This is an optimization exercise on Yosys and OpenROAD, whose aim is small area, a short achievable clock period and few clock cycles, not a production implementation. Where RTL was checked, it was by simulation tests only, not by an equivalence proof against the original. No functional check of the RTL was part of runs 1 to 3 and 8.

<file path="config.mk">
export PLATFORM = sky130hd
export DESIGN_NAME = dividor_rtl
export DESIGN_NICKNAME = dividor_rtl
export VERILOG_FILES = /design/flow/design.v
export SDC_FILE = /design/flow/constraint.sdc
export NUM_CORES = 4
export LEC_CHECK = 0
export CAP_MARGIN = 20
export CORE_MARGIN = 2
export CORE_UTILIZATION = 40
export SETUP_SLACK_MARGIN = 4.3
export SLEW_MARGIN = 20
</file>
<file path="constraint.sdc">
create_clock -name core_clock -period 7.5 [get_ports {clk}]
set_input_delay 1.5000 -clock core_clock [delete_from_list [all_inputs] [get_ports {clk}]]
set_output_delay 1.5000 -clock core_clock [all_outputs]
set_load 0.01 [all_outputs]
</file>
<file path="design.v">
module dividor_rtl #(parameter SIZE=16)
		(
			input clk, rst, start,
			input [SIZE-1:0] a, b,
			output [SIZE-1:0] m,
			output [9:0] f,
			output done,
			output div0);
		localparam IDLE  = 3'd0;
		localparam FIRST = 3'd1;     
		localparam INT   = 3'd2;
		localparam MUL   = 3'd3;
		localparam FRAC  = 3'd4;
		localparam FIN   = 3'd5;
		reg [2:0] state;
		reg [2:0] cnt;           
		reg [15:0] b_r;
		reg [17:0] b3;           
		reg [15:0] p;            
		reg [15:0] q;            
		reg [9:0] fr;            
		reg [1:0] nb;            
		reg [3:0] la, lb;        
		reg az;                  
		reg short_r;             
		integer i;
		function [3:0] lead(input [15:0] x);
			begin
				lead[3] = |x[15:8];
				lead[2] = |x[15:12] | (~|x[15:8] & |x[7:4]);
				lead[1] = |x[15:14] | (~|x[15:12] & |x[11:10]) | (~|x[15:8] & |x[7:6])
				        | (~|x[15:4] & |x[3:2]);
				lead[0] = x[15] | (~|x[15:14] & x[13]) | (~|x[15:12] & x[11])
				        | (~|x[15:10] & x[9]) | (~|x[15:8] & x[7]) | (~|x[15:6] & x[5])
				        | (~|x[15:4] & x[3]) | (~|x[15:2] & x[1]);
			end
		endfunction
		wire short = az || la < lb;
		wire [3:0] dl = la - lb;             
		wire [2:0] k = dl[3:1];              
		wire [31:0] a_sh = {2'b00, q, 14'd0} >> {k, 1'b0};
		wire [17:0] t = {p, nb};
		wire [18:0] d1 = {1'b0, t} - {3'b0, b_r};
		wire [18:0] d2 = {1'b0, t} - {2'b0, b_r, 1'b0};
		wire [18:0] d3 = {1'b0, t} - {1'b0, b3};
		wire [1:0] qq = !d3[18] ? 2'd3 : !d2[18] ? 2'd2 : !d1[18] ? 2'd1 : 2'd0;
		wire [15:0] p_step = !d3[18] ? d3[15:0] : !d2[18] ? d2[15:0] : !d1[18] ? d1[15:0] : t[15:0];
		wire [25:0] n1000 = {p, 10'd0} - {6'd0, p, 4'd0} - {7'd0, p, 3'd0};
		wire mul_now = (state == MUL) || (state == FIRST && short);
		always @(posedge clk or posedge rst)
			if (rst)
				state <= IDLE;
			else case (state)
				IDLE:  if (start) state <= FIRST;
				FIRST: state <= !short ? INT : (p == 16'd0) ? FIN : FRAC;
				INT:   if (cnt == 3'd0) state <= MUL;
				MUL:   state <= (p == 16'd0) ? FIN : FRAC;
				FRAC:  if (cnt == 3'd0) state <= FIN;
				default: state <= IDLE;
			endcase
		always @(posedge clk) begin
			b3 <= {1'b0, b_r, 1'b0} + {2'b0, b_r};
			la <= lead(a);
			lb <= lead(b);
			az <= ~|a;
			if (state == IDLE)
				b_r <= b;
			if (state == FIRST)
				short_r <= short;
			case (state)
				IDLE: begin
					p <= a;
					q <= a;
				end
				INT: begin
					p <= p_step;
					q <= {q[13:0], qq};
					cnt <= cnt - 3'd1;
				end
				FIRST, MUL: begin
					if (mul_now) begin
						p <= n1000[25:10];
						cnt <= 3'd4;
					end else begin
						p <= a_sh[31:16];
						q <= a_sh[15:0];
						cnt <= k;
					end
				end
				default: begin
					p <= p_step;
					cnt <= cnt - 3'd1;
				end
			endcase
			if (mul_now)
				nb <= n1000[9:8];
			else if (state == FIRST)
				nb <= a_sh[15:14];
			else if (state == INT)
				nb <= q[13:12];
			else
				nb <= fr[7:6];
			if (mul_now)
				fr <= n1000[9:0];
			else
				fr <= {fr[7:0], qq};
		end
		assign m = short_r ? 16'd0 : q;
		assign f = fr;
		assign done = (state == FIN);
		assign div0 = (b_r == 16'd0);
endmodule
</file>
<file path="run.sh">
#!/bin/bash
# synth_recipe.tcl (not shown) runs the flow's synth.tcl, then flattens the netlist and writes it again
# the make line also repeats each setting of config.mk as NAME=value (left out here)
make -C /OpenROAD-flow-scripts/flow DESIGN_CONFIG=/design/flow/config.mk WORK_HOME=/design/flow/orfs CLKGATE_MAP_FILE= SYNTH_SCRIPT=/design/flow/synth_recipe.tcl finish
</file>
==> results of run 1 <==
==> through the flow <==
stage | util, % | hold slack [ns] | instance area (µm²) | std cells
after floorplan | - | 0.4297 | 9156 | 1086
after global placement | 44.61 | 0.4444 | 10070 | 1411
after detailed placement | 44.61 | 0.4538 | 10070 | 1411
after CTS | 46.75 | 0.4698 | 10550 | 1438
after global routing | 49.07 | 0.4777 | 11080 | 1471
final | 49.07 | 0.4743 | 11080 | 1471
==> sequential cells by signal, indices dropped and copies added, names as in the netlist <==
name and flops:
lb 4, p 16, az 1, la 4
nb 2, q 16, short_r 1, b_r 16
state 3, fr 10, b3 18, cnt 3
==> critical path, stage by stage (launching register included) <==
cell and delay (ns):
dfxtp_4 0.38, clkinvlp_4 0.11, fa_1 0.49, inv_1 0.07, ha_4 0.31, nand2_4 0.06
or3_4 0.37, o211ai_2 0.20, a31oi_1 0.12, o21ai_2 0.26, xor2_2 0.14, a222oi_1 0.36
o211ai_1 0.15
==> kinds of logic (layout without fill, tap and decap cells) <==
group	Yosys count	after routing
AO/OA/AOI/OAI	336	336
AND/OR/NAND/NOR	303	303
adder cells (fa/ha/maj)	130	130
buffers and inverters	119	219
flip-flops	94	94
XOR/XNOR	59	59
multiplexers	45	45
==> path summary, 6_finish.rpt <==
| kind | endpoint |
|---|---|
| min in group asynchronous | state[2]$_DFFE_PP0P_ |
| max reg2reg | p[6]$_DFF_P_ |
| min reg2reg | fr[4]$_DFF_P_ |
| min | fr[4]$_DFF_P_ |
| max | p[6]$_DFF_P_ |
| max in group asynchronous | state[1]$_DFFE_PP0P_ |
==> cells in the mapped netlist (all sizes together) (7+ instances only) <==
master	instances	area [µm²]
ha	116	1451
o21bai	8	60.06
clkbuf	17	65.06
xnor2	44	385.4
nor2	88	330.3
o211ai	21	167.7
buf	12	68.81
nand2	78	292.8
or3	10	62.56
nor3	20	100.1
o21a	23	172.7
a211oi	11	82.58
o31ai	9	72.57
a22oi	9	67.56
inv	90	337.8
o21ai	89	452.9
a222oi	9	90.09
and2	8	50.05
nor4	12	75.07
nand2b	14	87.58
mux2i	41	410.4
a21oi	77	400.4
nand4	9	56.30
fa	14	280.3
nor2b	33	206.5
a21o	22	165.2
edfxtp	36	1081
nand3	17	85.08
a31oi	7	43.79
dfxtp	55	1101
xor2	15	150.2
==> layer usage <==
| metal | track usage [%] | wire (µm) | up-vias |
|---|---|---|---|
| met5 | 0 | 0 | - |
| met4 | 7.165 | 742 | 0 |
| met3 | 3.593 | 1612 | 37 |
| met2 | 38.05 | 13100 | 248 |
| met1 | 32.78 | 13400 | 4010 |
| li1 | - | - | 4178 |
==> cell type report <==
type / instances / area (µm²) / share of cell area, %
multi-input cells: 873 / 6690 / 60.40
flip-flops and latches: 94 / 2311 / 20.86
repair buffers: 113 / 1044 / 9.421
well taps: 285 / 356.6 / 3.219
inverters: 90 / 352.8 / 3.185
clock buffers: 10 / 229.0 / 2.067
clock inverters: 6 / 93.84 / 0.8472
==> layout by cell type (no fill, tap or decap), drive strengths merged, types with 6 or more instances in the layout <==
cell type / n
o31a: 6
a211oi: 11
xor2: 15
or3: 10
ha: 116
nor3: 20
nand4: 9
nor2: 88
o211ai: 21
clkbuf: 10
dfxtp: 55
nand2b: 14
a31oi: 7
buf: 51
inv: 89
and2: 8
o21a: 23
a22oi: 9
edfxtp: 36
nand2: 78
o31ai: 9
xnor2: 44
nor2b: 33
a21oi: 77
nand3: 17
a222oi: 9
o21ai: 89
a21o: 22
fa: 14
clkdlybuf4s50: 60
nor4: 12
o21bai: 8
mux2i: 41
==> timing repair <==
item,CTS,global route
buffers inserted,11,33
hold endpoints to repair,0,0
cloned,0,0
resized for setup,39,73
pin swaps,4,22
endpoints found under the setup margin,37,22
==> flow_summary.ini, run 1 <==
[synthesis]
synth_nets = 1251
synth_area_um2 = 9156
yosys_register_bits = 94
synthArstFlopShare_pct = 3.191
syn_avg_cell_area_um2 = 8.431
yosysSeqAreaShare_pct = 24.65
synth-adder-area-share_pct = 18.91
yosys.area_share.simple_pct = 15.81
synthXorXnorAreaFrac_pct = 5.849
synthMuxAreaShare_pct = 4.974
synth_edf_count = 36
synth_top_family_by_area = compound AO/OA/AOI/OAI gates
synth_compound_area_share_pct = 24.65
synth_flop_cell = dfxtp_1
syn_inst = 1086
yosysWarnings = 1
yosysUniqueCellTypes = 78

[routing]
vias = 8473
initialDrtViolationCount = 644
ant_nets = 0
drc = 0
wl_per_cell_um = 19.62
viasPerCell = 5.760
wirelength_um = 28860
dr.pass1.iters = 7

[cells_and_area]
drive_gt1_share_pct = 14.50
fill_cells = 2208
layout.nets = 1346
n_antenna_cell = 0
syn2layout_area_growth_pct = 20.98

[clocking]
cts_max_level = 3
clk_pin_slew_ns = 0.08
clk_path_buf_depth = 2
cts_hold_buf = 0
root_buffer = clkbuf_16
clkLatencyLatePin_ns = 0.36
cts_tree = done
clock_sinks = 94
numCtsBuffers = 9

[timing]
clock.fmax_mhz = 316.9
min_period_over_period_pct = 42.08
slew_headroom_pct = 35.99
worst_pin_slew_ns = 0.9600
period_minus_slack_ns = 3.156
maxSlewViolCount = 0
setup_violations = 0
setup_tns_ns = 0
clock_skew_ns = 0.009257
hold_viol = 0
rsz0062_at_grt = true
worst_slack_ns = 4.344

[worst_hold_path]
min_path_cells = 2
min_path_type = register to register
hp-start = fr[2]$_SDFF_PN0_

[grt]
grt_pass1_vias = 8042
grt-ovfl-total = 0
grt_pass1_wl_um = 44710
track_usage_pct = 23.64
grt_max_degree = 29
antenna_found_initial = 0

[worst_setup_path]
cp-startpoint = p[0]$_DFF_P_
startpoint_type = register
crit_arrival_ns = 3.38
end_kind = register
critPathMaxFanout = 5
reg2reg_from = p[0]$_DFF_P_
reg2reg_slack_ns = 4.34
reg2reg_depth = 12
crit_required_ns = 7.72
crit_type = register to register

[floorplan]
die_y_um = 155.3
start_util_pct = 40.57
die_x_um = 155.3
rows = 55
pin_count = 63
die_area_um2 = 24120
core_area_um2 = 22570

[placed_design]
place_congestion = 0.8923
port_buffers = 62
dpl_worst_slack_ns = 3.812
dp_hpwl_um = 22470

[run_status]
outcome = complete, no violations

[flow_run]
drv_cap = 0
==> inputs of run 2 (changes only) <==
--- a/config.mk
+++ b/config.mk
@@ -10,3 +10,3 @@
 export CORE_UTILIZATION = 40
-export SETUP_SLACK_MARGIN = 4.3
+export SETUP_SLACK_MARGIN = 4.4
 export SLEW_MARGIN = 20
==> flow_summary.ini, run 2 <==
[routing]
initialDrtViolationCount = 591
viasPerCell = 5.777
drc = 0
vias = 8510
wl_per_cell_um = 19.79
wirelength_um = 29150
dr.pass1.iters = 6
ant_nets = 0

[cells_and_area]
fill_cells = 2189
largest_reg_flops = 18
utilization_pct = 49.53
final_cell_mix = 103 x ha_1, 85 x nor2_1, 77 x nand2_1
top_register = b3
syn2layout_area_growth_pct = 22.11
drive_gt1_share_pct = 15.91
final_area_um2 = 11180
n_antenna_cell = 0
layout.nets = 1348
final_common_cell = ha_1

[grt]
antenna_found_initial = 0
grt_pass1_wl_um = 45200
grt-ovfl-total = 0
grt_pass1_vias = 8156
track_usage_pct = 23.87
grt_max_degree = 29

[worst_setup_path]
cp_top_family = compound AO/OA/AOI/OAI gates
critical_path_cell_count = 12
cp_slowest_cell = fa_1
reg2reg_from = p[0]$_DFF_P_
startpoint_type = register
crit_required_ns = 7.71
crit_type = register to register
critPathMaxFanout = 5
crit_arrival_ns = 3.39
reg2reg_depth = 12
max_stage_delay_ns = 0.53
critical_path_buf_inv_count = 2
path_cells = clkinvlp_4 > fa_1 > inv_2 > ha_4 > nand2_4 > or3_4 > o211ai_2 > a31oi_1 > o21ai_2 > xor2_2 > a222oi_1 > o211ai_1
cp-startpoint = p[0]$_DFF_P_
end_kind = register

[worst_hold_path]
min_path_type = register to register
min_path_cells = 2
hp-start = fr[2]$_SDFF_PN0_

[timing]
period_minus_slack_ns = 3.181
worst_pin_slew_ns = 0.9595
clock.fmax_mhz = 314.4
maxSlewViolCount = 0
slew_headroom_pct = 36.03
hold_viol = 0
clock_skew_ns = 0.008477
min_period_over_period_pct = 42.41
rsz0062_at_grt = true
whs_ns = 0.4736
setup_tns_ns = 0
setup_violations = 0

[placed_design]
place_area_um2 = 10070
place_congestion = 0.8923
dp_hpwl_um = 22470
port_buffers = 62

[clocking]
cts_tree = done
clk_path_buf_depth = 2
root_buffer = clkbuf_16
cts_max_level = 3
clkLatencyLatePin_ns = 0.36
clk_pin_slew_ns = 0.08
clock_sinks = 94
cts_hold_buf = 0
numCtsBuffers = 9

[synthesis]
synthArstFlopShare_pct = 3.191
synth_area_leader_cell = ha_1
synth_common_cells = 116 x ha_1, 89 x inv_1, 88 x nor2_1, 80 x o21ai_0, 78 x nand2_1
synth.most_common_cell = ha_1
synth_edf_count = 36
yosysWarnings = 1
synthTopCellsByArea = ha_1 16%, dfxtp_1 12%, edfxtp_1 12%
synth_flop_cell = dfxtp_1
synth_area_um2 = 9156
synth_nets = 1251
yosysUniqueCellTypes = 78
syn_inst = 1086
syn_avg_cell_area_um2 = 8.431
yosysSeqAreaShare_pct = 24.65
yosys.area.top_type_share_pct = 15.85
yosys_register_bits = 94

[floorplan]
rows = 55
die_y_um = 155.3
core_area_um2 = 22570
pin_count = 63
start_util_pct = 40.57
die_x_um = 155.3
die_area_um2 = 24120

[flow_run]
drv_cap = 0

[run_status]
outcome = complete, no violations
==> run 2: cell counts after synthesis <==
Identical to the previous run, type by type.
==> run 2: logic make-up after synthesis <==
kind of cell / count (synthesis) / synth area share (%)
and+or+nand+nor: 303 / 15.81
DFF: 94 / 24.65
AOI/OAI and AO/OA: 336 / 24.65
xor gates and xnor gates: 59 / 5.849
adders and majority gates: 130 / 18.91
muxes: 45 / 4.974
buffers and inverters: 119 / 5.152
==> run 2: routing by layer <==
layer	track usage [%]	vias up	part of all wire, %
li1	-	4173	-
met1	32.82	4003	45
met2	38.48	295	45
met3	3.733	39	6.7
met4	7.689	0	2.8
met5	0	-	0
==> run 2: final timing paths <==
path                                         to  slack (ns)
setup reg to reg                   p[6]$_DFF_P_        4.32
hold reg to reg                   fr[4]$_DFF_P_        0.47
max in group asynchronous  state[1]$_DFFE_PP0P_        6.05
hold / removal                    fr[4]$_DFF_P_        0.47
min in group asynchronous  state[2]$_DFFE_PP0P_        1.31
setup / recovery                   p[6]$_DFF_P_        4.32
==> run 2: final cells by class <==
cell class | count | area, µm² | area share [%]
flip-flops and latches | 94 | 2306 | 20.62
multi-input cells | 873 | 6779 | 60.63
well taps | 285 | 356.6 | 3.189
repair buffers | 115 | 1071 | 9.579
clock buffers | 10 | 229.0 | 2.048
clock inverters | 6 | 93.84 | 0.8393
inverters | 90 | 345.3 | 3.089
==> run 2: repair_timing <==
action                                  4_1_cts  5_1_grt
endpoints found under the setup margin       39       31
setup buffers                                20       26
resized for setup                            80       70
pin swaps                                    11       38
==> run 2: metrics by stage <==
step,setup WS (ns),cells
finish,4.319,1473
global route,4.202,1473
CTS,4.340,1447
detailed placement,3.812,1411
global placement,3.871,1411
floorplan,4.421,1086
==> run 2: tightest hold or removal path: stages (launching register included) <==
cell and delay (ns):
dfxtp_1 0.33, nand2_1 0.05, o21ai_0 0.06
==> inputs of run 3 (changes only) <==
--- a/config.mk
+++ b/config.mk
@@ -7,6 +7,6 @@
 export LEC_CHECK = 0
-export CAP_MARGIN = 20
+export CAP_MARGIN = 0
 export CORE_MARGIN = 2
 export CORE_UTILIZATION = 40
-export SETUP_SLACK_MARGIN = 4.4
-export SLEW_MARGIN = 20
+export SETUP_SLACK_MARGIN = 4.3
+export SLEW_MARGIN = 0
==> flow_summary.ini, run 3 <==
[worst_setup_path]
crit_end = p[6]$_DFF_P_
reg2reg_depth = 12
crit_arrival_ns = 3.38
critPathMaxFanout = 5
reg2reg_slack_ns = 4.34
end_kind = register
cp-startpoint = p[0]$_DFF_P_
reg2reg_from = p[0]$_DFF_P_
crit_required_ns = 7.72
crit_type = register to register
timing.rr.end = p[6]$_DFF_P_
startpoint_type = register

[timing]
maxSlewViolCount = 0
clock.fmax_mhz = 316.9
rsz0062_at_grt = true
slew_headroom_pct = 35.99
worst_pin_slew_ns = 0.9600
clock_skew_ns = 0.009257
setup_tns_ns = 0
period_minus_slack_ns = 3.156
setup_violations = 0
hold_viol = 0
whs_ns = 0.4743
min_period_over_period_pct = 42.08

[synthesis]
synth_area_um2 = 9156
synth_nets = 1251
synthArstFlopShare_pct = 3.191
yosysUniqueCellTypes = 78
syn_avg_cell_area_um2 = 8.431
synth_edf_count = 36
synthTopCellsByArea = ha_1 16%, dfxtp_1 12%, edfxtp_1 12%
synth.most_common_cell = ha_1
synth_area_leader_cell = ha_1
syn_inst = 1086
yosys_register_bits = 94
yosysSeqAreaShare_pct = 24.65
synth_common_cells = 116 x ha_1, 89 x inv_1, 88 x nor2_1, 80 x o21ai_0, 78 x nand2_1
synth_flop_cell = dfxtp_1
yosysWarnings = 1
yosys.area.top_type_share_pct = 15.85

[placed_design]
place_congestion = 0.8923
place_area_um2 = 10070
placedCellCount = 1411
dp_hpwl_um = 22470
port_buffers = 62

[floorplan]
start_util_pct = 40.57
rows = 55
die_area_um2 = 24120
die_x_um = 155.3
die_y_um = 155.3
pin_count = 63
core_area_um2 = 22570

[routing]
wl_per_cell_um = 19.62
dr.pass1.iters = 7
ant_nets = 0
vias = 8473
viasPerCell = 5.760
initialDrtViolationCount = 644
drc = 0
wirelength_um = 28860

[grt]
grtUsageMet2_pct = 38.05
busiest_layer = met2
grt_pass1_wl_um = 44710
antenna_found_initial = 0
grt-ovfl-total = 0
use_met1_pct = 32.78
grt_max_degree = 29
grt_pass1_vias = 8042
use_met3_pct = 3.593
track_usage_pct = 23.64

[flow_run]
drv_cap = 0

[cells_and_area]
final_area_um2 = 11080
syn2layout_area_growth_pct = 20.98
layout.nets = 1346
drive_gt1_share_pct = 14.50
largest_reg_flops = 18
final_cell_mix = 104 x ha_1, 86 x nor2_1, 77 x nand2_1
top_register = b3
n_antenna_cell = 0
fin_cells = 1471
final_common_cell = ha_1

[worst_hold_path]
min_path_type = register to register

[run_status]
outcome = complete, no violations

[clocking]
root_buffer = clkbuf_16
clock_sinks = 94
cts_max_level = 3
cts_hold_buf = 0
clk_path_buf_depth = 2
clk_pin_slew_ns = 0.08
cts_tree = done
numCtsBuffers = 9
clkLatencyLatePin_ns = 0.36
==> run 3: worst min path at each step <==
stage,start,to,slack (ns),cells after the start
floorplan,b_r[0]$_DFFE_PN_,b3[0]$_DFF_P_,0.43,0
global placement,fr[3]$_DFF_P_,fr[5]$_DFF_P_,0.44,2
detailed placement,fr[2]$_SDFF_PN0_,fr[4]$_DFF_P_,0.45,2
CTS,fr[2]$_SDFF_PN0_,fr[4]$_DFF_P_,0.47,2
global route,fr[2]$_SDFF_PN0_,fr[4]$_DFF_P_,0.48,2
finish,fr[2]$_SDFF_PN0_,fr[4]$_DFF_P_,0.47,2
==> run 3: kinds of logic after synthesis <==
kind of cell	count (synthesis)	share of synthesized area, %
AND/OR/NAND/NOR	303	15.81
buffers and inverters	119	5.152
AO/OA/AOI/OAI	336	24.65
multiplexers	45	4.974
XOR/XNOR	59	5.849
adder cells (fa/ha/maj)	130	18.91
flip-flops	94	24.65
==> run 3: repair_timing <==
action	4_1_cts	5_1_grt
pin swaps	4	22
resized for setup	39	73
buffers inserted	11	33
hold endpoints to repair	0	0
endpoints found under the setup margin	37	22
==> run 3: worst max-delay path, cell delays in order, from the launching register on <==
cell        delay (ns)
dfxtp_4           0.38
clkinvlp_4        0.11
fa_1              0.49
inv_1             0.07
ha_4              0.31
nand2_4           0.06
or3_4             0.37
o211ai_2          0.20
a31oi_1           0.12
o21ai_2           0.26
xor2_2            0.14
a222oi_1          0.36
o211ai_1          0.15
==> run 3: stage by stage <==
stage               util (%)  setup WS, ns
floorplan                  -         4.421
finish                 49.07         4.344
CTS                    46.75         4.228
detailed placement     44.61         3.812
global placement       44.61         3.871
global route           49.07         4.232
==> run 3: metal layers <==
layer | vias up | share of wire, % | wire (µm)
li1 | 4178 | - | -
met3 | 37 | 5.6 | 1612
met1 | 4010 | 46 | 13400
met5 | - | 0 | 0
met2 | 248 | 45 | 13100
met4 | 0 | 2.6 | 742
==> run 3: final cells by class <==
cell class                 count  area, µm²
fill                        2208      11490
multi-input combinational    873       6690
sequential                    94       2311
timing repair buffer         113       1044
tap                          285      356.6
inverter                      90      352.8
clock buffer                  10      229.0
clock inverter                 6      93.84
==> inputs of run 4 (changes only) <==
--- a/design.v
+++ b/design.v
@@ -23,3 +23,2 @@
 		reg [3:0] la, lb;        
-		reg az;                  
 		reg short_r;             
@@ -37,2 +36,3 @@
 		endfunction
+		wire az = la == 4'd0 && !q[0];      
 		wire short = az || la < lb;
@@ -64,3 +64,2 @@
 			lb <= lead(b);
-			az <= ~|a;
 			if (state == IDLE)
--- a/config.mk
+++ b/config.mk
@@ -7,3 +7,3 @@
 export LEC_CHECK = 0
-export CAP_MARGIN = 0
+export CAP_MARGIN = 20
 export CORE_MARGIN = 2
@@ -11,2 +11,2 @@
 export SETUP_SLACK_MARGIN = 4.3
-export SLEW_MARGIN = 0
+export SLEW_MARGIN = 20
==> flow_summary.ini, run 4 <==
[run_status]
outcome = complete, no violations

[synthesis]
synth_top_family_by_area = compound AO/OA/AOI/OAI gates
yosys_register_bits = 93
synth_common_cells = 116 x ha_1, 87 x nor2_1, 85 x inv_1, 78 x nand2_1, 76 x a21oi_1
syn_avg_cell_area_um2 = 8.530
synth_edf_count = 36
yosysWarnings = 1
yosys.area.top_type_share_pct = 16.02
synth.most_common_cell = ha_1
synth_compound_area_share_pct = 24.23
synth-adder-area-share_pct = 19.12
yosysSeqAreaShare_pct = 24.70
synth_area_um2 = 9059
yosysUniqueCellTypes = 79
synth_area_leader_cell = ha_1
synthXorXnorAreaFrac_pct = 6.271
synthTopCellsByArea = ha_1 16%, dfxtp_1 12%, edfxtp_1 12%
syn_inst = 1062
synth_nets = 1227
synthArstFlopShare_pct = 3.226
synth_flop_cell = dfxtp_1
yosys.area_share.simple_pct = 15.86
synthMuxAreaShare_pct = 4.876

[timing]
rsz0062_at_grt = true
whs_ns = 0.4561
clock_skew_ns = 0.007427
clock.fmax_mhz = 317.0
slew_headroom_pct = 33.59
maxSlewViolCount = 0
hold_viol = 0
worst_slack_ns = 4.345
min_period_over_period_pct = 42.06
worst_pin_slew_ns = 0.9907
setup_tns_ns = 0
setup_violations = 0
period_minus_slack_ns = 3.155

[worst_setup_path]
end_kind = register
crit_required_ns = 7.78
crit_arrival_ns = 3.44
critPathMaxFanout = 7
startpoint_type = register
crit_type = register to register

[grt]
grt-ovfl-total = 0
antenna_found_initial = 0
track_usage_pct = 23.62
grt_pass1_vias = 7972
grt_max_degree = 35
grt_pass1_wl_um = 44070

[clocking]
clk_pin_slew_ns = 0.08
numCtsBuffers = 9
cts_hold_buf = 0
cts_max_level = 3
root_buffer = clkbuf_16
clock_sinks = 93
cts_tree = done
clkLatencyLatePin_ns = 0.36
clk_path_buf_depth = 2

[placed_design]
dp_hpwl_um = 21870
place_area_um2 = 9981
dpl_worst_slack_ns = 3.920
place_congestion = 0.9207
port_buffers = 62

[routing]
vias = 8340
drc = 0
wl_per_cell_um = 19.61
initialDrtViolationCount = 807
wirelength_um = 28050
viasPerCell = 5.832
ant_nets = 0
dr.pass1.iters = 6

[cells_and_area]
layout.nets = 1305
top_register = b3
utilization_pct = 47.35
n_antenna_cell = 0
final_cell_mix = 111 x ha_1, 84 x nor2_1, 77 x nand2_1
final_common_cell = ha_1
syn2layout_area_growth_pct = 17.27
largest_reg_flops = 18
drive_gt1_share_pct = 10.92
fill_cells = 2175
final_area_um2 = 10620

[floorplan]
pin_count = 63
die_area_um2 = 23870
rows = 55
die_x_um = 154.5
core_area_um2 = 22430
die_y_um = 154.5
start_util_pct = 40.38

[worst_hold_path]
min_path_type = register to register

[flow_run]
drv_cap = 0
[run 4: changes by cell type after synthesis, moves of 8 or more]
| cell | before | now |
|---|---|---|
| o21ai_0 | 80 | 29 |
| o21ai_1 | 7 | 41 |
| o21a_1 | 23 | 13 |
| nor4_1 | 12 | 4 |
| xor2_1 | 14 | 22 |
[run 4: routing by layer]
layer  track usage (%)  part of all wire (%)
met5                 0                     0
met4             7.451                   3.0
met3             3.530                   6.7
met2             38.58                    46
met1             32.23                    45
[run 4: final timing paths]
| path | from | end | slack [ns] | cells past startpoint |
|---|---|---|---|---|
| min | fr[2]$_SDFF_PN0_ | fr[4]$_DFF_P_ | 0.46 | 2 |
| min reg2reg | fr[2]$_SDFF_PN0_ | fr[4]$_DFF_P_ | 0.46 | 2 |
| min in group asynchronous | rst | state[1]$_DFFE_PP0P_ | 1.30 | 2 |
| max in group asynchronous | rst | state[0]$_DFFE_PP0P_ | 6.06 | 2 |
| max reg2reg | p[10]$_DFF_P_ | p[11]$_DFF_P_ | 4.35 | 13 |
| max | p[10]$_DFF_P_ | p[11]$_DFF_P_ | 4.35 | 13 |
[run 4: worst max-delay path, cell delays in order, from the launching register on]
cell and delay, ns:
dfxtp_2 0.39, inv_1 0.13, fa_1 0.53, ha_2 0.32, a21o_1 0.22, a21o_1 0.18
a211oi_1 0.25, o31ai_1 0.16, o21ai_1 0.31, buf_4 0.17, buf_4 0.10, xnor2_1 0.11
nand2_1 0.08, o211ai_1 0.13
[run 4: cells by family (layout without fill, tap and decap cells)]
family | after synthesis | count (layout)
multiplexers | 44 | 44
XOR/XNOR | 64 | 64
adder cells (fa/ha/maj) | 130 | 130
buffers and inverters | 114 | 196
AO/OA/AOI/OAI | 319 | 320
AND/OR/NAND/NOR | 298 | 298
flip-flops | 93 | 93
[run 4: per-stage QoR]
stage	instances
global route	1430
finish	1430
floorplan	1062
detailed placement	1388
global placement	1388
CTS	1416
[run 4: what timing repair did]
action | CTS | global route
endpoints found under the setup margin | 43 | 21
gates resized for setup | 25 | 40
setup buffers | 11 | 14
pin swaps | 3 | 13
gates cloned | 1 | 0
[run 4: area by class of cell]
class                      instances  area [µm²]  share of cell area, %
timing repair buffer              94       859.6                  8.092
multi-input combinational        856        6529                  61.46
tap                              285       356.6                  3.357
clock inverter                     6       53.80                 0.5065
inverter                          86       325.3                  3.062
clock buffer                      10       229.0                  2.155
sequential                        93        2270                  21.37
Testbench counts of run 4, summed over its fixed seeds: cycles 15,606.
==> inputs of run 5 (changes only) <==
--- a/config.mk
+++ b/config.mk
@@ -10,3 +10,3 @@
 export CORE_UTILIZATION = 40
-export SETUP_SLACK_MARGIN = 4.3
+export SETUP_SLACK_MARGIN = 4.2
 export SLEW_MARGIN = 20
==> flow_summary.ini, run 5 <==
[routing]
wirelength_um = 27950
dr.pass1.iters = 6
wl_per_cell_um = 19.74
vias = 8227
drc = 0
viasPerCell = 5.810
ant_nets = 0
initialDrtViolationCount = 738

[worst_hold_path]
min_path_cells = 2
hp-start = fr[4]$_DFF_P_
min_path_type = register to register
hold_end = fr[6]$_DFF_P_

[cells_and_area]
seqCellArea_um2 = 2262
largest_reg_flops = 18
fill_cells = 2189
top_register = b3
final_cell_mix = 114 x ha_1, 86 x nor2_1, 78 x inv_1
syn2layout_area_growth_pct = 15.12
layout.nets = 1291
n_antenna_cell = 0
final_common_cell = ha_1
drive_gt1_share_pct = 8.046
multi_input_area_um2 = 6447
fin_cells = 1416

[clocking]
root_buffer = clkbuf_16
numCtsBuffers = 9
clk_path_buf_depth = 2
clk_pin_slew_ns = 0.08
clkLatencyLatePin_ns = 0.36
cts_hold_buf = 0
cts_max_level = 3
cts_tree = done
clock_sinks = 93

[worst_setup_path]
end_kind = register
crit_required_ns = 7.70
reg2reg_from = p[0]$_DFF_P_
crit_arrival_ns = 3.45
crit_type = register to register
critPathMaxFanout = 8
timing.rr.end = p[9]$_DFF_P_
reg2reg_slack_ns = 4.25
reg2reg_depth = 10
startpoint_type = register

[synthesis]
synth_area_leader_cell = ha_1
synthArstFlopShare_pct = 3.226
yosys_register_bits = 93
synth_area_um2 = 9059
yosysSeqAreaShare_pct = 24.70
synth.most_common_cell = ha_1
yosysUniqueCellTypes = 79
yosysWarnings = 1
syn_inst = 1062
synthTopCellsByArea = ha_1 16%, dfxtp_1 12%, edfxtp_1 12%
syn_avg_cell_area_um2 = 8.530
yosys.area.top_type_share_pct = 16.02
synth_nets = 1227
synth_flop_cell = dfxtp_1
synth_edf_count = 36
synth_common_cells = 116 x ha_1, 87 x nor2_1, 85 x inv_1, 78 x nand2_1, 76 x a21oi_1

[timing]
hold_viol = 0
slew_headroom_pct = 30.88
clock.fmax_mhz = 307.6
min_period_over_period_pct = 43.35
clock_skew_ns = 0.008045
worst_pin_slew_ns = 1.029
setup_tns_ns = 0
setup_violations = 0
maxSlewViolCount = 0
rsz0062_at_grt = true
period_minus_slack_ns = 3.251

[run_status]
outcome = complete, no violations

[floorplan]
core_area_um2 = 22430
rows = 55
die_x_um = 154.5
die_area_um2 = 23870
pin_count = 63
start_util_pct = 40.38
die_y_um = 154.5

[grt]
antenna_found_initial = 0
track_usage_pct = 23.56
grt_pass1_wl_um = 43940
grtUsageMet2_pct = 38.37
grt_pass1_vias = 7959
busiest_layer = met2
grt-ovfl-total = 0
grt_max_degree = 35
use_met3_pct = 3.474
use_met1_pct = 32.16

[placed_design]
placedCellCount = 1388
place_congestion = 0.9207
dp_hpwl_um = 21870
port_buffers = 62

[flow_run]
drv_cap = 0
-- run 5: worst max-delay path: stages, from the launching register on --
cell	delay, ns
dfxtp_4	0.37
buf_4	0.16
ha_1	0.32
nor2b_1	0.16
o31a_1	0.30
o21ai_1	0.25
a21boi_1	0.16
a21o_2	0.31
and2_2	0.27
a222oi_1	0.55
o221ai_1	0.23
-- run 5: cells by family after synthesis --
| logic type | after synthesis | share of synthesized area [%] |
|---|---|---|
| simple gates | 298 | 15.86 |
| buf+inv | 114 | 4.958 |
| mux | 44 | 4.876 |
| flops | 93 | 24.70 |
| fa+ha+maj | 130 | 19.12 |
| compound gates | 319 | 24.23 |
| xor+xnor | 64 | 6.271 |
-- run 5: cell type report --
cell class | instances | share of cell area [%]
clock inverter | 6 | 0.5159
clock buffer | 10 | 2.196
multi-input combinational | 856 | 61.82
tap | 285 | 3.419
timing repair buffer | 80 | 7.235
inverter | 86 | 3.119
sequential | 93 | 21.69
-- run 5: metal layers --
| metal | wire length [µm] | up-vias |
|---|---|---|
| met5 | 0 | - |
| met4 | 770 | 0 |
| met3 | 1758 | 46 |
| met2 | 12790 | 300 |
| met1 | 12630 | 3882 |
| li1 | - | 3999 |
-- run 5: worst max path at each step --
stage,start,to,slack (ns),depth (start not counted)
final,p[0]$_DFF_P_,p[9]$_DFF_P_,4.25,10
after global routing,p[8]$_DFF_P_,p[14]$_DFF_P_,4.16,11
after CTS,p[6]$_DFF_P_,p[13]$_DFF_P_,4.17,12
after detailed placement,p[0]$_DFF_P_,p[13]$_DFF_P_,3.92,13
after global placement,p[0]$_DFF_P_,p[13]$_DFF_P_,3.98,13
after floorplan,p[0]$_DFF_P_,p[13]$_DFF_P_,4.32,13
-- run 5: what timing repair did --
item / CTS / global route
setup endpoints to repair: 14 / 43
setup buffers: 7 / 4
resized for setup: 12 / 27
cloned: 1 / 0
pin swaps: 1 / 4
-- run 5: per-stage QoR --
| step | worst slack [ns] | area (µm²) | util, % | hold slack, ns |
|---|---|---|---|---|
| after global routing | 4.160 | 10430 | 46.49 | 0.4709 |
| after CTS | 4.172 | 10330 | 46.06 | 0.4583 |
| after floorplan | 4.322 | 9059 | - | 0.4297 |
| after detailed placement | 3.920 | 9981 | 44.49 | 0.4455 |
| final | 4.249 | 10430 | 46.49 | 0.4549 |
| after global placement | 3.979 | 9981 | 44.49 | 0.4410 |
==> inputs of run 6 (changes only) <==
--- a/config.mk
+++ b/config.mk
@@ -10,3 +10,3 @@
 export CORE_UTILIZATION = 40
-export SETUP_SLACK_MARGIN = 4.2
+export SETUP_SLACK_MARGIN = 4.45
 export SLEW_MARGIN = 20
==> flow_summary.ini, run 6 <==
[flow_run]
drv_cap = 0

[grt]
track_usage_pct = 24.14
grt_pass1_wl_um = 44660
grt-ovfl-total = 0
antenna_found_initial = 0
grt_max_degree = 35
grt_pass1_vias = 7997

[synthesis]
synth_compound_area_share_pct = 24.23
synth_flop_cell = dfxtp_1
synth_area_um2 = 9059
yosysUniqueCellTypes = 79
synthMuxAreaShare_pct = 4.876
synthTopCellsByArea = ha_1 16%, dfxtp_1 12%, edfxtp_1 12%
yosys_register_bits = 93
synth-adder-area-share_pct = 19.12
yosysSeqAreaShare_pct = 24.70
synthArstFlopShare_pct = 3.226
synth.most_common_cell = ha_1
synth_edf_count = 36
synth_common_cells = 116 x ha_1, 87 x nor2_1, 85 x inv_1, 78 x nand2_1, 76 x a21oi_1
yosysWarnings = 1
synthXorXnorAreaFrac_pct = 6.271
synth_nets = 1227
yosys.area.top_type_share_pct = 16.02
synth_area_leader_cell = ha_1
synth_top_family_by_area = compound AO/OA/AOI/OAI gates
syn_inst = 1062
syn_avg_cell_area_um2 = 8.530
yosys.area_share.simple_pct = 15.86

[worst_setup_path]
end_kind = register
crit_type = register to register
critPathMaxFanout = 7
crit_required_ns = 7.74
cp_top_family = compound AO/OA/AOI/OAI gates
crit_top_cell = a21o_1
crit_arrival_ns = 3.28
max_stage_delay_ns = 0.53
critical_path_buf_inv_count = 1
path_cells = inv_2 > fa_1 > ha_2 > a21o_1 > a21o_1 > a211oi_2 > o31ai_2 > xor2_1 > a222oi_1 > o221a_1 > o21ai_1
cp_slowest_cell = fa_1
startpoint_type = register

[timing]
clock_skew_ns = 0.01121
setup_tns_ns = 0
setup_violations = 0
rsz0062_at_grt = true
min_period_over_period_pct = 40.50
hold_viol = 0
clock.fmax_mhz = 329.3
period_minus_slack_ns = 3.037
worst_pin_slew_ns = 0.9873
maxSlewViolCount = 0
slew_headroom_pct = 33.71

[clocking]
clk_pin_slew_ns = 0.07
clock_sinks = 93
clkLatencyLatePin_ns = 0.36
cts_tree = done
clk_path_buf_depth = 2
root_buffer = clkbuf_16
cts_max_level = 3
cts_hold_buf = 0
numCtsBuffers = 9

[placed_design]
port_buffers = 62
dp_hpwl_um = 22040
placedCellCount = 1386
place_congestion = 0.9451
place_area_um2 = 9980

[floorplan]
pin_count = 63
rows = 55
die_y_um = 154.5
start_util_pct = 40.38
die_area_um2 = 23870
core_area_um2 = 22430
die_x_um = 154.5

[worst_hold_path]
min_path_type = register to register

[routing]
drc = 0
initialDrtViolationCount = 749
vias = 8463
wirelength_um = 29020
dr.pass1.iters = 5
ant_nets = 0
viasPerCell = 5.833
wl_per_cell_um = 20.00

[cells_and_area]
syn2layout_area_growth_pct = 21.49
largest_reg_flops = 18
final_area_um2 = 11010
final_cell_mix = 105 x ha_1, 81 x nor2_1, 76 x nand2_1
layout.nets = 1326
n_antenna_cell = 0
drive_gt1_share_pct = 16.21
fin_cells = 1451
top_register = b3
final_common_cell = ha_1

[run_status]
outcome = complete, no violations
run 6: cell count changes in the layout (fill, tap and decap cells not counted), sizes merged:
cell           change
buf               +36
clkdlybuf4s50     -17
dlygate4sd2       +13
dlymetal6s2s       +3
inv                -2
bufinv             +1
clkinvlp           +1
run 6: worst min-delay path: cells and delay by family (launching register included):
kind | cells | cell delay [ns]
DFF | 1 | 0.32
and+or+nand+nor | 2 | 0.09
run 6: kinds of logic (layout without fill, tap and decap cells):
group,count (synthesis),in the layout
adder cells (fa/ha/maj),130,130
AO/OA/AOI/OAI,319,320
multiplexers,44,44
XOR/XNOR,64,64
AND/OR/NAND/NOR,298,298
flip-flops,93,93
buffers and inverters,114,217
run 6: worst paths after layout:
kind,start,to,slack (ns),cells past startpoint
max in group asynchronous,rst,state[0]$_DFFE_PP0P_,6.06,2
min in group asynchronous,rst,state[2]$_DFFE_PP0P_,1.30,2
worst min-delay path,fr[2]$_SDFF_PN0_,fr[4]$_DFF_P_,0.45,2
worst max register to register,p[10]$_DFF_P_,p[7]$_DFF_P_,4.46,11
worst max-delay path,p[10]$_DFF_P_,p[7]$_DFF_P_,4.46,11
worst min register to register,fr[2]$_SDFF_PN0_,fr[4]$_DFF_P_,0.45,2
run 6: per-stage QoR:
step                setup WS, ns  utilization, %  hold slack, ns
finish                     4.463           49.06          0.4533
global route               4.379           49.06          0.5003
CTS                        4.399           47.36          0.4580
detailed placement         3.845           44.48          0.4476
global placement           3.948           44.48          0.4401
floorplan                  4.520               -          0.4297
run 6: layer usage:
metal  global-route usage [%]  part of all wire (%)
met5                        0                     0
met3                    3.923                   6.3
met4                    9.480                   3.5
met1                    32.08                    45
met2                    39.33                    46
run 6: area by class of cell:
class / instances / area [µm²]
inverters: 86 / 332.8
multi-input cells: 856 / 6700
clock inverters: 6 / 67.56
repair buffers: 115 / 1032
flip-flops and latches: 93 / 2287
clock buffers: 10 / 229.0
well taps: 285 / 356.6
fillers: 2164 / 11430
run 6: repair_timing:
item	4_1_cts	5_1_grt
setup buffers	30	18
endpoints found under the setup margin	57	24
resized for setup	69	70
pin swaps	15	36
cloned	1	0
==> inputs of run 7 (changes only) <==
--- a/config.mk
+++ b/config.mk
@@ -9,4 +9,4 @@
 export CORE_MARGIN = 2
-export CORE_UTILIZATION = 40
-export SETUP_SLACK_MARGIN = 4.45
+export CORE_UTILIZATION = 30
+export SETUP_SLACK_MARGIN = 4.3
 export SLEW_MARGIN = 20
==> flow_summary.ini, run 7 <==
[synthesis]
synth_area_leader_cell = ha_1
synth_area_um2 = 9059
yosysUniqueCellTypes = 79
yosys_register_bits = 93
yosys.area.top_type_share_pct = 16.02
synth_flop_cell = dfxtp_1
synth_nets = 1227
syn_avg_cell_area_um2 = 8.530
synth_common_cells = 116 x ha_1, 87 x nor2_1, 85 x inv_1, 78 x nand2_1, 76 x a21oi_1
yosysSeqAreaShare_pct = 24.70
synth_compound_area_share_pct = 24.23
synthXorXnorAreaFrac_pct = 6.271
synth.most_common_cell = ha_1
synthMuxAreaShare_pct = 4.876
synth_top_family_by_area = compound AO/OA/AOI/OAI gates
synthArstFlopShare_pct = 3.226
synthTopCellsByArea = ha_1 16%, dfxtp_1 12%, edfxtp_1 12%
yosys.area_share.simple_pct = 15.86
synth-adder-area-share_pct = 19.12
syn_inst = 1062
synth_edf_count = 36
yosysWarnings = 1

[timing]
rsz0062_at_grt = true
maxSlewViolCount = 0
clock.fmax_mhz = 314.6
whs_ns = 0.4510
slew_headroom_pct = 37.55
clock_skew_ns = 0.01587
period_minus_slack_ns = 3.179
setup_tns_ns = 0
min_period_over_period_pct = 42.39
hold_viol = 0
worst_pin_slew_ns = 0.9317
setup_violations = 0

[clocking]
clock_sinks = 93
cts_hold_buf = 0
numCtsBuffers = 9
cts_max_level = 3
clk_path_buf_depth = 2
clk_pin_slew_ns = 0.09
cts_tree = done
root_buffer = clkbuf_16
clkLatencyLatePin_ns = 0.36

[floorplan]
die_area_um2 = 31600
die_x_um = 177.8
pin_count = 63
die_y_um = 177.8
rows = 63
core_area_um2 = 29720
start_util_pct = 30.48

[flow_run]
drv_cap = 0

[run_status]
outcome = complete, no violations

[cells_and_area]
fin_cells = 1539
n_antenna_cell = 0
largest_reg_flops = 18
layout.nets = 1309
syn2layout_area_growth_pct = 19.81
fill_cells = 3033
final_common_cell = ha_1
final_cell_mix = 110 x ha_1, 84 x nor2_1, 77 x nand2_1
drive_gt1_share_pct = 11.75
top_register = b3

[worst_setup_path]
critPathMaxFanout = 8
end_kind = register
reg2reg_depth = 12
crit_arrival_ns = 3.46
crit_type = register to register
crit_required_ns = 7.78
startpoint_type = register

[routing]
ant_nets = 0
vias = 8329
drc = 0
wirelength_um = 28490
wl_per_cell_um = 18.51
viasPerCell = 5.412
dr.pass1.iters = 5
initialDrtViolationCount = 645

[placed_design]
port_buffers = 62
place_congestion = 0.9909
dp_hpwl_um = 22250
placedCellCount = 1491

[grt]
grt_pass1_wl_um = 44130
grt_pass1_vias = 7861
grt-ovfl-total = 0
grt_max_degree = 35
track_usage_pct = 18.13
antenna_found_initial = 0

[worst_hold_path]
min_path_type = register to register
min_path_cells = 2
-- run 7: cell count changes in the layout (fill, tap and decap cells not counted), sizes merged --
| cell | delta |
|---|---|
| buf | -18 |
| bufinv | -1 |
| clkdlybuf4s50 | +16 |
| clkinvlp | +1 |
| dlygate4sd2 | -14 |
| dlymetal6s2s | -2 |
| inv | +1 |
-- run 7: final cells by class --
type | count | area (µm²) | area share, %
Timing Repair Buffer | 98 | 913.4 | 8.416
Clock buffer | 9 | 225.2 | 2.075
Sequential cell | 93 | 2273 | 20.95
Tap cell | 390 | 488.0 | 4.496
Multi-Input combinational cell | 856 | 6560 | 60.45
Clock inverter | 7 | 66.31 | 0.6110
Inverter | 86 | 326.6 | 3.009
-- run 7: logic make-up after synthesis --
kind of cell | Yosys count
AOI/OAI and AO/OA | 319
xor gates and xnor gates | 64
adders and majority gates | 130
buffers and inverters | 114
DFF | 93
muxes | 44
and+or+nand+nor | 298
-- run 7: worst max-delay path, stage by stage (launching register included) --
cell and delay, ns:
dfxtp_1 0.34, inv_1 0.10, ha_1 0.19, fa_1 0.22, nor2b_1 0.07, o31a_1 0.33
o21ai_2 0.23, a21boi_1 0.15, a21o_2 0.31, nor2_2 0.42, nand2_1 0.25, or3_1 0.39
o211ai_1 0.09
-- run 7: what timing repair did --
action | in CTS | in global routing
setup endpoints to repair | 36 | 39
pin swaps | 3 | 14
gates resized for setup | 30 | 43
setup buffers | 10 | 21
cloned | 1 | 0
-- run 7: worst paths after layout --
kind                                  startpoint              endpoint  slack, ns
worst max-delay path               nb[0]$_DFF_P_         p[12]$_DFF_P_       4.32
max in group asynchronous                    rst  state[2]$_DFFE_PP0P_       6.04
worst min register to register  fr[2]$_SDFF_PN0_         fr[4]$_DFF_P_       0.45
min in group asynchronous                    rst  state[0]$_DFFE_PP0P_       1.30
worst max register to register     nb[0]$_DFF_P_         p[12]$_DFF_P_       4.32
worst min-delay path            fr[2]$_SDFF_PN0_         fr[4]$_DFF_P_       0.45
-- run 7: metal layers --
layer,vias up,wire [µm],GRT usage [%]
met5,-,0,0
met1,3930,13030,25.08
met4,0,865,6.421
met2,297,12770,29.17
li1,4063,-,-
met3,39,1821,1.971
-- run 7: per-stage QoR --
stage	cell area [µm²]	setup slack, ns	utilization (%)
floorplan	9059	4.322	-
global placement	10100	3.997	33.98
detailed placement	10100	3.936	33.98
CTS	10550	4.259	35.49
global route	10850	4.142	36.52
finish	10850	4.321	36.52
==> inputs of run 8 (changes only) <==
--- a/design.v
+++ b/design.v
@@ -23,3 +23,2 @@
 		reg [3:0] la, lb;        
-		reg short_r;             
 		integer i;
@@ -66,4 +65,2 @@
 				b_r <= b;
-			if (state == FIRST)
-				short_r <= short;
 			case (state)
@@ -72,2 +69,3 @@
 					q <= a;
+					cnt <= cnt - 3'd1;
 				end
@@ -82,2 +80,4 @@
 						cnt <= 3'd4;
+						if (state == FIRST)
+							q <= 16'd0;
 					end else begin
@@ -106,3 +106,3 @@
 		end
-		assign m = short_r ? 16'd0 : q;
+		assign m = q;
 		assign f = fr;
--- a/config.mk
+++ b/config.mk
@@ -9,3 +9,3 @@
 export CORE_MARGIN = 2
-export CORE_UTILIZATION = 30
+export CORE_UTILIZATION = 40
 export SETUP_SLACK_MARGIN = 4.3
==> flow_summary.ini, run 8 <==
[timing]
clock_skew_ns = 0.007455
maxSlewViolCount = 0
min_period_over_period_pct = 42.40
hold_viol = 0
worst_pin_slew_ns = 1.154
setup_tns_ns = 0
clock.fmax_mhz = 314.5
setup_violations = 0
rsz0062_at_grt = true
slew_headroom_pct = 22.77
worst_slack_ns = 4.320
period_minus_slack_ns = 3.180

[routing]
viasPerCell = 5.924
dr.pass1.iters = 6
ant_nets = 0
vias = 8513
wirelength_um = 28520
initialDrtViolationCount = 730
drc = 0
wl_per_cell_um = 19.85

[synthesis]
yosys.area.top_type_share_pct = 15.79
synth_area_leader_cell = ha_1
synth_common_cells = 116 x ha_1, 93 x inv_1, 78 x a21oi_1, 72 x nor2_1, 68 x nand2_1
synth_nets = 1243
synth_area_um2 = 9193
synth_edf_count = 32
syn_inst = 1078
yosys_register_bits = 92
yosysSeqAreaShare_pct = 23.68
syn_avg_cell_area_um2 = 8.527
synthArstFlopShare_pct = 3.261
synth_flop_cell = dfxtp_1
synth.most_common_cell = ha_1
synthTopCellsByArea = ha_1 16%, dfxtp_1 12%, edfxtp_1 10%
yosysUniqueCellTypes = 78
yosysWarnings = 1

[grt]
grt_pass1_vias = 8107
grt_pass1_wl_um = 44670
antenna_found_initial = 0
grt-ovfl-total = 0
track_usage_pct = 23.92
grt_max_degree = 35

[worst_setup_path]
cp_slowest_cell = dfxtp_2
max_stage_delay_ns = 0.44
critPathMaxFanout = 7
critical_path_cell_count = 11
startpoint_type = register
crit_type = register to register
path_cells = inv_1 > ha_1 > ha_1 > or3_1 > o2bb2ai_1 > o21a_1 > a21oi_2 > xnor2_1 > o221ai_1 > a21oi_1 > o21ai_1
crit_arrival_ns = 3.42
crit_top_cell = ha_1
crit_required_ns = 7.74
reg2reg_slack_ns = 4.32
reg2reg_depth = 11
critical_path_buf_inv_count = 1
end_kind = register
cp_top_family = compound AO/OA/AOI/OAI gates

[floorplan]
die_area_um2 = 24210
pin_count = 63
die_x_um = 155.6
rows = 55
start_util_pct = 40.73
die_y_um = 155.6
core_area_um2 = 22570

[placed_design]
dp_hpwl_um = 22480
dpl_worst_slack_ns = 3.883
place_congestion = 0.9236
placedCellCount = 1401
port_buffers = 62

[flow_run]
drv_cap = 0

[cells_and_area]
largest_reg_flops = 18
fin_cells = 1437
final_cell_mix = 112 x ha_1, 82 x inv_1, 74 x a21oi_1
fill_cells = 2241
top_register = b3
layout.nets = 1312
n_antenna_cell = 0
syn2layout_area_growth_pct = 16.65
final_common_cell = ha_1
drive_gt1_share_pct = 10.24

[clocking]
root_buffer = clkbuf_16
cts_max_level = 3
cts_tree = done
clk_pin_slew_ns = 0.07
clkLatencyLatePin_ns = 0.36
numCtsBuffers = 9
clock_sinks = 92
clk_path_buf_depth = 2

[worst_hold_path]
min_path_type = register to register
min_path_cells = 2

[run_status]
outcome = complete, no violations
-- run 8: cell types whose count changed after synthesis, moves of 15 or more --
cell and change:
o21ai_0 +30, mux2i_1 +16, nor2_1 -15, o21ai_1 -36, nor2b_1 -19
-- run 8: layer usage --
| layer | part of all wire [%] | up-vias | routed length, µm | GRT usage, % |
|---|---|---|---|---|
| met5 | 0 | - | 0 | 0 |
| met4 | 3.0 | 0 | 854 | 8.388 |
| met3 | 7.4 | 49 | 2112 | 4.167 |
| met2 | 45 | 328 | 12740 | 37.59 |
| met1 | 45 | 4011 | 12820 | 33.11 |
| li1 | - | 4125 | - | - |
-- run 8: worst paths after layout --
check / startpoint / end
min: fr[3]$_DFF_P_ / fr[5]$_DFF_P_
min reg2reg: fr[3]$_DFF_P_ / fr[5]$_DFF_P_
min in group asynchronous: rst / state[1]$_DFFE_PP0P_
max: p[2]$_DFF_P_ / p[2]$_DFF_P_
max reg2reg: p[2]$_DFF_P_ / p[2]$_DFF_P_
max in group asynchronous: rst / state[0]$_DFFE_PP0P_
-- run 8: worst register-to-register path: stages, from the launching register on --
cell and delay [ns]:
dfxtp_2 0.44, inv_1 0.14, ha_1 0.32, ha_1 0.23
or3_1 0.38, o2bb2ai_1 0.22, o21a_1 0.24, a21oi_2 0.12
xnor2_1 0.36, o221ai_1 0.33, a21oi_1 0.21, o21ai_1 0.08
-- run 8: cell families after synthesis --
kind of cell / synth area share, %
multiplexers: 6.792
AO/OA/AOI/OAI: 24.40
adder cells (fa/ha/maj): 18.84
buffers and inverters: 5.376
flip-flops: 23.68
AND/OR/NAND/NOR: 14.71
XOR/XNOR: 6.193
-- run 8: layout make-up --
class                      count  area, µm²  share of cell area [%]
timing repair buffer          91      860.8                   8.028
clock inverter                 4      27.53                  0.2567
inverter                      93      356.6                   3.326
clock buffer                  12      279.0                   2.602
sequential                    92       2203                   20.55
tap                          285      356.6                   3.326
multi-input combinational    860       6639                   61.91
-- run 8: what timing repair did --
action,in CTS,in global routing
gates resized for setup,12,45
hold buffers,0,0
pin swaps,1,2
endpoints found under the setup margin,19,21
buffers inserted,6,14
-- run 8: metrics by stage --
step | hold WS (ns) | util [%] | instance area [µm²]
6_report | 0.4572 | 47.51 | 10720
5_1_grt | 0.4942 | 47.51 | 10720
2_1_floorplan | 0.4266 | - | 9193
3_5_place_dp | 0.4469 | 44.80 | 10110
3_3_place_gp | 0.4436 | 44.80 | 10110
4_1_cts | 0.4644 | 46.47 | 10490
==> inputs of run 9 (changes only) <==
--- a/design.v
+++ b/design.v
@@ -23,2 +23,3 @@
 		reg [3:0] la, lb;        
+		reg short_r;             
 		integer i;
@@ -65,2 +66,4 @@
 				b_r <= b;
+			if (state == FIRST)
+				short_r <= short;
 			case (state)
@@ -69,3 +72,2 @@
 					q <= a;
-					cnt <= cnt - 3'd1;
 				end
@@ -80,4 +82,2 @@
 						cnt <= 3'd4;
-						if (state == FIRST)
-							q <= 16'd0;
 					end else begin
@@ -106,3 +106,3 @@
 		end
-		assign m = q;
+		assign m = short_r ? 16'd0 : q;
 		assign f = fr;
==> flow/run.sh (new file) <==
#!/bin/bash
# The standard layout flow, with the port buffers made from buf_2 cells
# instead of the default delay-buffer cells. Every input and output port
# still gets its own buffer.
set -e
export BUFFER_PORTS_ARGS="-buffer_cell sky130_fd_sc_hd__buf_2"
bash standard.sh > standard.log 2>&1
==> standard.sh (new file) <==
#!/bin/bash
# synth_recipe.tcl (not shown) runs the flow's synth.tcl, then flattens the netlist and writes it again
# the make line also repeats each setting of config.mk as NAME=value (left out here)
make -C /OpenROAD-flow-scripts/flow DESIGN_CONFIG=/design/flow/config.mk WORK_HOME=/design/flow/orfs CLKGATE_MAP_FILE= SYNTH_SCRIPT=/design/flow/synth_recipe.tcl "${@:-finish}"
--- a/config.mk
+++ b/config.mk
@@ -10,3 +10,3 @@
 export CORE_UTILIZATION = 40
-export SETUP_SLACK_MARGIN = 4.3
+export SETUP_SLACK_MARGIN = 4.7
 export SLEW_MARGIN = 20
removed: run.sh
==> flow_summary.ini, run 9 <==
[run_status]
outcome = complete, no violations

[clocking]
root_buffer = clkbuf_16
cts_tree = done
numCtsBuffers = 9
clkLatencyLatePin_ns = 0.37
cts_max_level = 3
clk_path_buf_depth = 2
clk_pin_slew_ns = 0.08
clock_sinks = 93
cts_hold_buf = 0

[worst_setup_path]
path_cells = buf_4 > buf_6 > ha_4 > nor2b_4 > o31a_1 > o21ai_2 > a21boi_2 > a21o_4 > and2_4 > a222oi_1 > o211ai_1
timing.rr.end = p[8]$_DFF_P_
crit_type = register to register
reg2reg_depth = 11
crit_arrival_ns = 3.27
startpoint_type = register
cp_slowest_cell = a222oi_1
crit_required_ns = 7.68
cp-startpoint = p[0]$_DFF_P_
reg2reg_from = p[0]$_DFF_P_
reg2reg_slack_ns = 4.42
critPathMaxFanout = 5
max_stage_delay_ns = 0.56
end_kind = register
critical_path_buf_inv_count = 2
cp_top_family = compound AO/OA/AOI/OAI gates

[synthesis]
synthTopCellsByArea = ha_1 16%, dfxtp_1 12%, edfxtp_1 12%
yosysUniqueCellTypes = 79
syn_avg_cell_area_um2 = 8.530
synth_flop_cell = dfxtp_1
yosysWarnings = 1
synthArstFlopShare_pct = 3.226
yosys.area.top_type_share_pct = 16.02
syn_inst = 1062
yosysSeqAreaShare_pct = 24.70
synth_edf_count = 36
synth_area_um2 = 9059
synth_area_leader_cell = ha_1
synth.most_common_cell = ha_1
yosys_register_bits = 93
synth_common_cells = 116 x ha_1, 87 x nor2_1, 85 x inv_1, 78 x nand2_1, 76 x a21oi_1
synth_nets = 1227

[timing]
setup_tns_ns = 0
min_period_over_period_pct = 41.12
maxSlewViolCount = 0
worst_pin_slew_ns = 0.8859
clock_skew_ns = 0.01537
hold_viol = 0
slew_headroom_pct = 40.62
clock.fmax_mhz = 324.3
period_minus_slack_ns = 3.084
rsz0062_at_grt = true
setup_violations = 0

[cells_and_area]
final_cell_mix = 93 x buf_4, 86 x ha_1, 76 x nor2_1
final_common_cell = buf_4
drive_gt1_share_pct = 31.60
largest_reg_flops = 18
layout.nets = 1388
syn2layout_area_growth_pct = 30.99
n_antenna_cell = 0
top_register = b3
final_area_um2 = 11870

[routing]
drc = 0
viasPerCell = 5.835
initialDrtViolationCount = 780
wl_per_cell_um = 20.46
ant_nets = 0
vias = 8828
dr.pass1.iters = 5
wirelength_um = 30960

[floorplan]
rows = 55
die_y_um = 154.5
die_x_um = 154.5
start_util_pct = 40.38
pin_count = 63
die_area_um2 = 23870
core_area_um2 = 22430

[worst_hold_path]
min_path_type = register to register
hp-start = fr[2]$_SDFF_PN0_
hold_end = fr[4]$_DFF_P_
min_path_cells = 2

[grt]
track_usage_pct = 24.62
grt-ovfl-total = 0
antenna_found_initial = 0
grt_max_degree = 35
grt_pass1_wl_um = 45810
grt_pass1_vias = 8379

[placed_design]
dp_hpwl_um = 21950
place_area_um2 = 9714
place_congestion = 0.9558
port_buffers = 62

[flow_run]
drv_cap = 0
[run 9: cell count changes in the layout (fill, tap and decap cells not counted), sizes merged, moves of 10 or more]
cell	previous run	this run
nand2	68	78
buf	29	175
o21bai	19	8
clkdlybuf4s50	61	0
nor2b	14	31
nand3	24	13
nor2	73	88
mux2i	59	43
[run 9: kinds of logic (layout without fill, tap and decap cells)]
kind of cell | after synthesis | in the layout | synth area share, %
buf+inv | 114 | 278 | 4.958
fa+ha+maj | 130 | 130 | 19.12
compound gates | 319 | 320 | 24.23
xor+xnor | 64 | 64 | 6.271
flops | 93 | 93 | 24.70
simple gates | 298 | 299 | 15.86
mux | 44 | 44 | 4.876
[run 9: per-layer routing]
metal	up-vias	routed length, µm	track usage, %
li1	4212	-	-
met1	4186	13400	33.12
met2	368	14580	40.97
met3	62	1946	2.858
met4	0	1034	8.642
met5	-	0	0
[run 9: layout make-up]
cell class / count / area, µm²
clock buffer: 9 / 225.2
clock inverter: 7 / 87.58
fill: 2008 / 10570
inverter: 86 / 339.1
multi-input combinational: 857 / 7266
sequential: 93 / 2296
tap: 285 / 356.6
timing repair buffer: 176 / 1296
[run 9: per-stage QoR]
| stage | instances | utilization, % | setup WS, ns | hold WS [ns] |
|---|---|---|---|---|
| finish | 1513 | 52.89 | 4.416 | 0.4461 |
| global route | 1513 | 52.89 | 4.389 | 0.4767 |
| CTS | 1475 | 49.58 | 4.498 | 0.4498 |
| detailed placement | 1387 | 43.30 | 3.944 | 0.4374 |
| global placement | 1387 | 43.30 | 4.067 | 0.4405 |
| floorplan | 1062 | - | 4.666 | 0.4297 |
[run 9: how the worst max path moves through the flow]
stage | end | depth (start not counted)
2_1_floorplan | p[13]$_DFF_P_ | 13
3_3_place_gp | p[12]$_DFF_P_ | 11
3_5_place_dp | p[12]$_DFF_P_ | 11
4_1_cts | p[13]$_DFF_P_ | 13
5_1_grt | p[2]$_DFF_P_ | 13
6_report | p[8]$_DFF_P_ | 11
[run 9: worst min-delay path: stages, from the launching register on]
cell and delay (ns):
dfxtp_1 0.32, nand2_1 0.05, nand2_1 0.04
[run 9: what timing repair did]
action,4_1_cts,5_1_grt
setup endpoints to repair,61,43
resized for setup,137,92
pin swaps,51,64
buffers inserted,70,37
gates cloned,2,1
Testbench counts of run 9, summed over its fixed seeds: cycles 15,606.

re-timing with driven ports:
No port has a modelled driver above. Below, the same layouts with a new extraction and two added sets of constraints.
Step 1, drivers: a clkbuf_16 drives clk and a buf_2 each remaining input, both assumed.
Step 2 adds t to the input delays and takes it off the output delays; t is the mean of the earliest and latest rising clock arrival at the registers after step 1. Input paths then give back, and output paths get back, about the clock's delay inside the block.
a / b / c = ideal / step 1 / step 2; a / b = the first two.
run	t (ns)	slack for setup (ns)	hold WS [ns]	latest minus earliest clock arrival (ns)	worst register clock-pin slew, ns
run 1	0.401	4.344 / 4.328 / 4.239	0.474 / 0.474 / 0.474	0.011 / 0.011	0.08 / 0.08
run 2	0.399	4.319 / 4.319 / 4.259	0.474 / 0.474 / 0.474	0.011 / 0.011	0.08 / 0.08
run 3	0.401	4.344 / 4.328 / 4.239	0.474 / 0.474 / 0.474	0.011 / 0.011	0.08 / 0.08
run 4	0.403	4.345 / 4.335 / 4.264	0.456 / 0.456 / 0.456	0.007 / 0.008	0.08 / 0.08
run 5	0.402	4.249 / 4.249 / 4.249	0.455 / 0.455 / 0.455	0.009 / 0.009	0.08 / 0.08
run 6	0.404	4.463 / 4.426 / 4.311	0.453 / 0.453 / 0.453	0.012 / 0.012	0.08 / 0.08
run 7	0.404	4.321 / 4.321 / 4.242	0.451 / 0.451 / 0.451	0.017 / 0.018	0.09 / 0.09
run 8	0.399	4.320 / 4.320 / 4.320	0.457 / 0.457 / 0.457	0.007 / 0.007	0.07 / 0.07
run 9	0.406	4.416 / 4.416 / 4.416	0.446 / 0.446 / 0.446	0.016 / 0.016	0.09 / 0.09
After both steps every run listed still meets setup and hold. The setup slack of run 6, which loses most, moves by -0.037 ns with the drivers and by -0.152 ns with both steps.
